Context: an optimization exercise on an open-source flow, tuned for small area, a short achievable clock period and few clock cycles. The choices shown serve that exercise and are no tape-out recipe. Only simulation tests tie the RTL to the original design; equivalence was not proved. Power and IR drop assume default switching activity.

// M1
module M1 (
	input logic Clock,
	input logic resetn,
	input logic [15:0] SRAM_read_data,
	input logic start,
	output logic [17:0] SRAM_address,
	output logic done,
	output logic [15:0] SRAM_write_data,
	output logic SRAM_we_n
);
Size: roughly 1800 cells after synthesis, roughly 340 flip-flops, ~55 I/O pins, about 22000 um^2 of cells after synthesis.
export LEC_CHECK = 0
export CAP_MARGIN = 10
export CORE_MARGIN = 2
export CORE_UTILIZATION = 45
export PLACE_DENSITY = 0.6
export SLEW_MARGIN = 10
create_clock -name core_clock -period 14.0 [get_ports {Clock}]
standard.sh (not shown) runs the stock make flow with config.mk's settings and CLKGATE_MAP_FILE= SYNTH_SCRIPT=/design/flow/synth_recipe.tcl, a recipe that flattens the netlist after the stock synthesis.
==> flow/flow/run.sh <==
#!/bin/bash
export SETUP_SLACK_MARGIN=10.0
export CTS_CLUSTER_SIZE=25
export CTS_CLUSTER_DIAMETER=300
bash standard.sh > standard.log 2>&1
Testbench counts at the start, summed over its fixed seeds: cycles 779,580.
==> next run, changes <==
==> flow/flow/run.sh (replaced) <==
#!/bin/bash
cat standard.sh > standard_sh.txt
export SETUP_SLACK_MARGIN=10.0
bash standard.sh > standard.log 2>&1
- CAP_MARGIN: 10 -> 20
- SLEW_MARGIN: 10 -> 20
After rerunning: Critical path depth is unchanged; power rose by 12%; via count increases by 1.9%; core utilization went up by 1.9 points.
==> next run, changes <==
==> flow/flow/run.sh (replaced) <==
#!/bin/bash
export SETUP_SLACK_MARGIN=10.0
export CTS_CLUSTER_SIZE=25
export CTS_CLUSTER_DIAMETER=300
bash standard.sh > standard.log 2>&1
- CAP_MARGIN: 20 -> 0
- SLEW_MARGIN: 20 -> 0
Result: The new run ran to the end with no violations. Combinational power hardly moves. Non-clock buffer count decreases by 1. Final cell count decreases slightly. First-iteration DRC count decreases by a few percent. Cell area decreases by a few percent. Total power decreases by roughly a tenth. Setup slack improves by 9.7 ps. Global-route usage decreases by 0.46 points.

* * *

Starting RTL as in the previous note.
==> flow/config.mk <==
export PLATFORM = sky130hd
export DESIGN_NAME = M1
export DESIGN_NICKNAME = M1
export VERILOG_FILES = /design/flow/design.v
export SDC_FILE = /design/flow/constraint.sdc
export NUM_CORES = 4
export LEC_CHECK = 0
export CAP_MARGIN = 20
export CORE_MARGIN = 2
export CORE_UTILIZATION = 45
export PLACE_DENSITY = 0.6
export SLEW_MARGIN = 20
==> flow/constraint.sdc <==
create_clock -name core_clock -period 14.0 [get_ports {Clock}]
set_input_delay 2.8000 -clock core_clock [delete_from_list [all_inputs] [get_ports {Clock}]]
set_output_delay 2.8000 -clock core_clock [all_outputs]
set_load 0.01 [all_outputs]
==> flow/flow/run.sh <==
#!/bin/bash
export SETUP_SLACK_MARGIN=10.3
export CTS_CLUSTER_SIZE=25
export CTS_CLUSTER_DIAMETER=300
bash standard.sh > standard.log 2>&1
The baseline finished with timing, DRC and antenna clean.
Testbench counts at the start, summed over its fixed seeds: cycles 779,580.
Change:
==> flow/flow/run.sh (replaced) <==
#!/bin/bash
export SETUP_SLACK_MARGIN=10.0
export CTS_CLUSTER_SIZE=25
export CTS_CLUSTER_DIAMETER=300
bash standard.sh > standard.log 2>&1
--- a/flow/config.mk
+++ b/flow/config.mk
@@ -8,5 +8,5 @@
 export CAP_MARGIN = 20
 export CORE_MARGIN = 2
-export CORE_UTILIZATION = 45
-export PLACE_DENSITY = 0.6
+export CORE_UTILIZATION = 60
+export PLACE_DENSITY = 0.75
 export SLEW_MARGIN = 20
- maximum frequency came out lower by 0.51%
- cell area came out lower by about 1.8%
- non-clock buffer count came out lower by 36
- core utilization came out higher by 16 points
- power came out lower by about 3.4%
- clock-buffer cell count does not change
- worst hold slack is better by 0.0089 ns
- wire length came out lower by about 2.4%
- area after synthesis stays the same
- critical path depth does not change
- flip-flop and latch count is unchanged
Change:
==> flow/flow/run.sh (replaced) <==
#!/bin/bash
export SETUP_SLACK_MARGIN=10.0
export CTS_CLUSTER_SIZE=30
export CTS_CLUSTER_DIAMETER=200
bash standard.sh > standard.log 2>&1
--- a/flow/config.mk
+++ b/flow/config.mk
@@ -8,5 +8,5 @@
 export CAP_MARGIN = 20
 export CORE_MARGIN = 2
-export CORE_UTILIZATION = 60
-export PLACE_DENSITY = 0.75
+export CORE_UTILIZATION = 45
+export PLACE_DENSITY = 0.6
 export SLEW_MARGIN = 20
The new run produced a clean layout; total power rises by about 0.6%; die area grows by about 33%; register-to-register slack gains 0.05 ns; setup slack gains 0.053 ns; final area went up by about 0.38%; final cell count increases by 6.9%.
Change:
==> flow/flow/run.sh (replaced) <==
#!/bin/bash
export SETUP_SLACK_MARGIN=10.0
export CTS_CLUSTER_SIZE=20
export CTS_CLUSTER_DIAMETER=250
bash standard.sh > standard.log 2>&1
Synthesized cell count does not change.
Clock skew came out lower by 0.010 ns.
Clock power rises by 17%.
First-iteration DRC count is about the same.
Wire length rose by about 0.8%.
Power went up by about 2.2%.
Count of clock-buffer cells in the layout goes up by 12.
Non-clock buffer count falls by 1.
Flip-flop and latch count does not change.

* * *

Setup of red:
Starting RTL as in the previous note.
Design M1, start of the top module:
module M1 (
	input logic Clock,
	input logic resetn,
	input logic [15:0] SRAM_read_data,
	input logic start,
	output logic [17:0] SRAM_address,
	output logic done,
	output logic [15:0] SRAM_write_data,
	output logic SRAM_we_n
);
localparam logic [1:0] S_IDLE = 2'd0, S_RUN = 2'd1, S_LEAD = 2'd2, S_FIN = 2'd3;
logic [1:0]  state;
logic [4:0]  ph;         
logic [7:0]  m;          
logic [2:0]  lc;         
logic        first;      
logic [15:0] y_cnt;      
logic [17:0] rgb_cnt;    
wire run  = (state == S_RUN);
wire lead = (state == S_LEAD);
wire t0 = run && ph[0];
wire t1 = run && ph[1];
wire t2 = run && ph[2];
wire t3 = run && ph[3];
wire t4 = run && ph[4];
wire last_row = (y_cnt == 16'd38399) || (y_cnt == 16'd38400);
wire wr_ok = (m != 8'd0) && !first;               
wire cr_u = (m[0] && m <= 8'd153) || (m == 8'd158 && !last_row);
wire cr_v = (!m[0] && m <= 8'd154 && !first) || (m == 8'd159 && !last_row);
logic [17:0] cr_base;
logic        cr_cin;
always_comb begin
	cr_cin = 1'b0;
	if (lead) cr_base = (lc == 3'd1) ? 18'd57601 : (lc == 3'd4) ? 18'd38402 : 18'd38401;
	else if (m == 8'd158) begin cr_base = 18'd38400; cr_cin = y_cnt[0]; end
	else if (m == 8'd159) cr_base = 18'd57600;
	else cr_base = cr_u ? 18'd38402 : 18'd57602;
end
wire [17:0] cr_addr = cr_base + {3'd0, y_cnt[15:1]} + {17'd0, cr_cin};
logic [7:0]  win [0:11];
logic [15:0] uw, vw, ybuf;
logic [9:0]  uo;
logic        cr_u_d, cr_v_d;      
logic       ins, ins_u, ins_hi;
wire  [7:0] ins_data = ins_u ? (ins_hi ? uw[15:8] : uw[7:0]) : (ins_hi ? vw[15:8] : vw[7:0]);
wire  [2:0] lc1 = lc + 3'd1;
always_ff @(posedge Clock) begin
	ins <= 1'b0; ins_u <= 1'b0; ins_hi <= 1'b0;
	if (lead) begin
		ins <= 1'b1;
		if (lc == 3'd6) begin
			ins_u <= 1'b1; ins_hi <= 1'b0;                   
		end else begin
			ins_u <= lc1[0];                                 
			ins_hi <= !(lc1 == 3'd3 || lc1 == 3'd4);
		end
	end else if (run) begin
		if (ph[0]) begin
			ins <= 1'b1; ins_u <= 1'b0; ins_hi <= m[0] && m < 8'd157;                  
		end else if (ph[3]) begin
			ins <= 1'b1; ins_u <= 1'b1; ins_hi <= (!m[0] && m < 8'd156) || m == 8'd160;  
		end else if (m == 8'd160 && ph[1]) begin
  ...
clock: 14.0 ns
lec_check: 0
cap_margin: 20
core_margin: 2
core_utilization: 45
place_density: 0.6
slew_margin: 20
==> flow/flow/run.sh <==
#!/bin/bash
export SETUP_SLACK_MARGIN=10.0
export CTS_CLUSTER_SIZE=25
export CTS_CLUSTER_DIAMETER=300
bash standard.sh > standard.log 2>&1
Testbench counts of red, summed over its fixed seeds: cycles 779,580.
Input changes introduced in blue (baseline for comparison: red):
-- flow/config.mk --
<<< red, line 9
export CORE_MARGIN = 2
export CORE_UTILIZATION = 45
export PLACE_DENSITY = 0.6
export SLEW_MARGIN = 20
>>> blue, line 9
export CORE_MARGIN = 2
export CORE_UTILIZATION = 45
export PLACE_DENSITY = 0.8
export SLEW_MARGIN = 20
==> run summary <==
Sort blue and red by number of antenna violations at the first check in global routing asc -> top: red. Between blue and red, the area occupied by registers does not differ in any meaningful way. blue -> red: total wirelength of the detailed-routed design flat. Fmax in blue is about 2.3% below red. Diff red -> blue: post-route total power lost 1.8%; final weighted congestion of routability-driven global placement climbed 6.6%. After synthesis and placement, the instance count of blue is below that of red.

* * *

M1 again, from the RTL that the note above started with.
clock: 14.0 ns
lec_check: 0
cap_margin: 20
core_margin: 2
core_utilization: 45
cts_cluster_diameter: 300
cts_cluster_size: 25
place_density: 0.6
slew_margin: 20
run.sh (not shown) runs the stock make flow with config.mk's settings and CLKGATE_MAP_FILE= SYNTH_SCRIPT=/design/flow/synth_recipe.tcl, a recipe that flattens the netlist after the stock synthesis.
Stock flow here: none of the scripts above is used.
Testbench counts at the start, summed over its fixed seeds: cycles 779,580.
Next try:
==> flow/flow/run.sh (new file) <==
#!/bin/bash
export SETUP_SLACK_MARGIN=10.0
export CTS_CLUSTER_SIZE=25
export CTS_CLUSTER_DIAMETER=300
export SYNTH_ARGS=-noabc
bash standard.sh > standard.log 2>&1
==> flow/standard.sh (new file) <==
#!/bin/bash
# synth_recipe.tcl (not shown) runs the flow's synth.tcl, then flattens the netlist and writes it again
# the make line also repeats each setting of config.mk as NAME=value (left out here)
make -C /OpenROAD-flow-scripts/flow DESIGN_CONFIG=/design/flow/config.mk WORK_HOME=/design/flow/orfs CLKGATE_MAP_FILE= SYNTH_SCRIPT=/design/flow/synth_recipe.tcl "${@:-finish}"
Settings changed: CTS_CLUSTER_DIAMETER 300 to not set, CTS_CLUSTER_SIZE 25 to not set.
removed: flow/run.sh
Power decreases by 61%.
Worst setup slack gains 0.52 ns.
Design area increases by 3.8%.
Wire length went up by 3.6%.
Die area barely changes.

* * *

Setup of try-violet:
M1, a different RTL version from the one above (not shown whole).
Size: roughly 340 flip-flops, roughly 55 I/O pins, about 22000 um^2 of cells after synthesis.
// M1
module M1 (
	input logic Clock,
	input logic resetn,
	input logic [15:0] SRAM_read_data,
	input logic start,
	output logic [17:0] SRAM_address,
	output logic done,
	output logic [15:0] SRAM_write_data,
	output logic SRAM_we_n
);
clock: 14.0 ns
lec_check: 0
cap_margin: 20
core_margin: 2
core_utilization: 45
place_density: 0.6
slew_margin: 20
standard.sh (not shown) runs the stock make flow with config.mk's settings and CLKGATE_MAP_FILE= SYNTH_SCRIPT=/design/flow/synth_recipe.tcl, a recipe that flattens the netlist after the stock synthesis.
==> flow/flow/run.sh <==
#!/bin/bash
cat standard.sh > standard_sh.txt
export SETUP_SLACK_MARGIN=10.0
bash standard.sh > standard.log 2>&1
try-violet reached the end of the flow, and the finished layout is clean on the timing, DRC and antenna checks.
Testbench counts of try-violet, summed over its fixed seeds: cycles 779,580.
Here is what was changed in the inputs of try-umber compared with try-violet.
==> flow/flow/run.sh <==
#!/bin/bash
export SETUP_SLACK_MARGIN=10.0
export CTS_BUF_LIST=sky130_fd_sc_hd__clkbuf_8
export CTS_CLUSTER_SIZE=30
bash standard.sh > standard.log 2>&1
Findings:
- Run comparison: try-violet worst setup path endpoint flb_r[3]; try-umber worst setup path endpoint rbc_r
- Changes observed in try-umber relative to try-violet: tightest hold margin flat; count of clock-buffer cells in the layout up 16%; count of cells along the worst register-to-register path up 1; power down about 5%; relative contribution of the clock network to total power down 2.6 points.
- Compared with try-violet, in try-umber share of layout cells above drive strength 1 shows an increase of 0.38 points, proportion of final cell area spent on non-clock buffers -0.45 points.

* * *

M1 again, from the RTL that the note above started with.
clock: 14.0 ns
lec_check: 0
cap_margin: 20
core_margin: 2
core_utilization: 45
place_density: 0.6
slew_margin: 20
==> flow/flow/run.sh <==
#!/bin/bash
cat standard.sh > standard_sh.txt
export SETUP_SLACK_MARGIN=11.0
bash standard.sh > standard.log 2>&1
Testbench counts at the start, summed over its fixed seeds: cycles 779,580.
Next try:
==> flow/flow/run.sh (replaced) <==
#!/bin/bash
cat standard.sh > standard_sh.txt
export SETUP_SLACK_MARGIN=10.5
bash standard.sh > standard.log 2>&1
=> First-iteration DRC count came out higher by a few percent; utilization is lower by 2.3 points; design area came out lower by a few percent; setup slack gains 0.0094 ns; synthesized area is unchanged.

-- what the ideal ports hide --
Ports are ideal in the flow. The routed layouts listed here were re-timed in OpenROAD.
Step 1 (the two cells are an assumption about what drives the block):
set clk [get_ports {Clock}]
set_driving_cell -lib_cell sky130_fd_sc_hd__clkbuf_16 $clk
set_driving_cell -lib_cell sky130_fd_sc_hd__buf_2 [delete_from_list [all_inputs] $clk]
Step 2 times the ports against the registers' clock, not the clock port: input delays grow and output delays shrink by t, the midpoint of the rising clock arrivals with the driver on.
a / b / c = ideal / step 1 / step 2; a / b = the first two.
run	shift t [ns]	setup WS [ns]	worst data-port slew with drivers (ns)
the first run of note 1	0.585	9.893 / 9.893 / 9.534	0.04
the second run of note 1	0.615	9.884 / 9.884 / 9.549	0.04
the third run of note 1	0.585	9.893 / 9.893 / 9.534	0.04
the first run of note 2	0.591	9.884 / 9.884 / 9.846	0.04
the second run of note 2	0.569	9.863 / 9.863 / 9.721	0.04
the third run of note 2	0.571	9.916 / 9.916 / 9.571	0.04
the fourth run of note 2	0.601	9.900 / 9.900 / 9.548	0.04
red	0.585	9.893 / 9.893 / 9.534	0.04
blue	0.589	9.797 / 9.797 / 9.585	0.04
the first run of note 4	0.580	9.265 / 9.265 / 9.265	0.04
the second run of note 4	0.581	9.790 / 9.790 / 9.638	0.04
try-violet	0.625	9.876 / 9.876 / 9.641	0.04
try-umber	0.730	9.869 / 9.853 / 9.617	0.04
the first run of note 6	0.631	9.839 / 9.839 / 9.839	0.04
the second run of note 6	0.639	9.848 / 9.848 / 9.848	0.04
After both steps setup and hold are still met in every run listed.
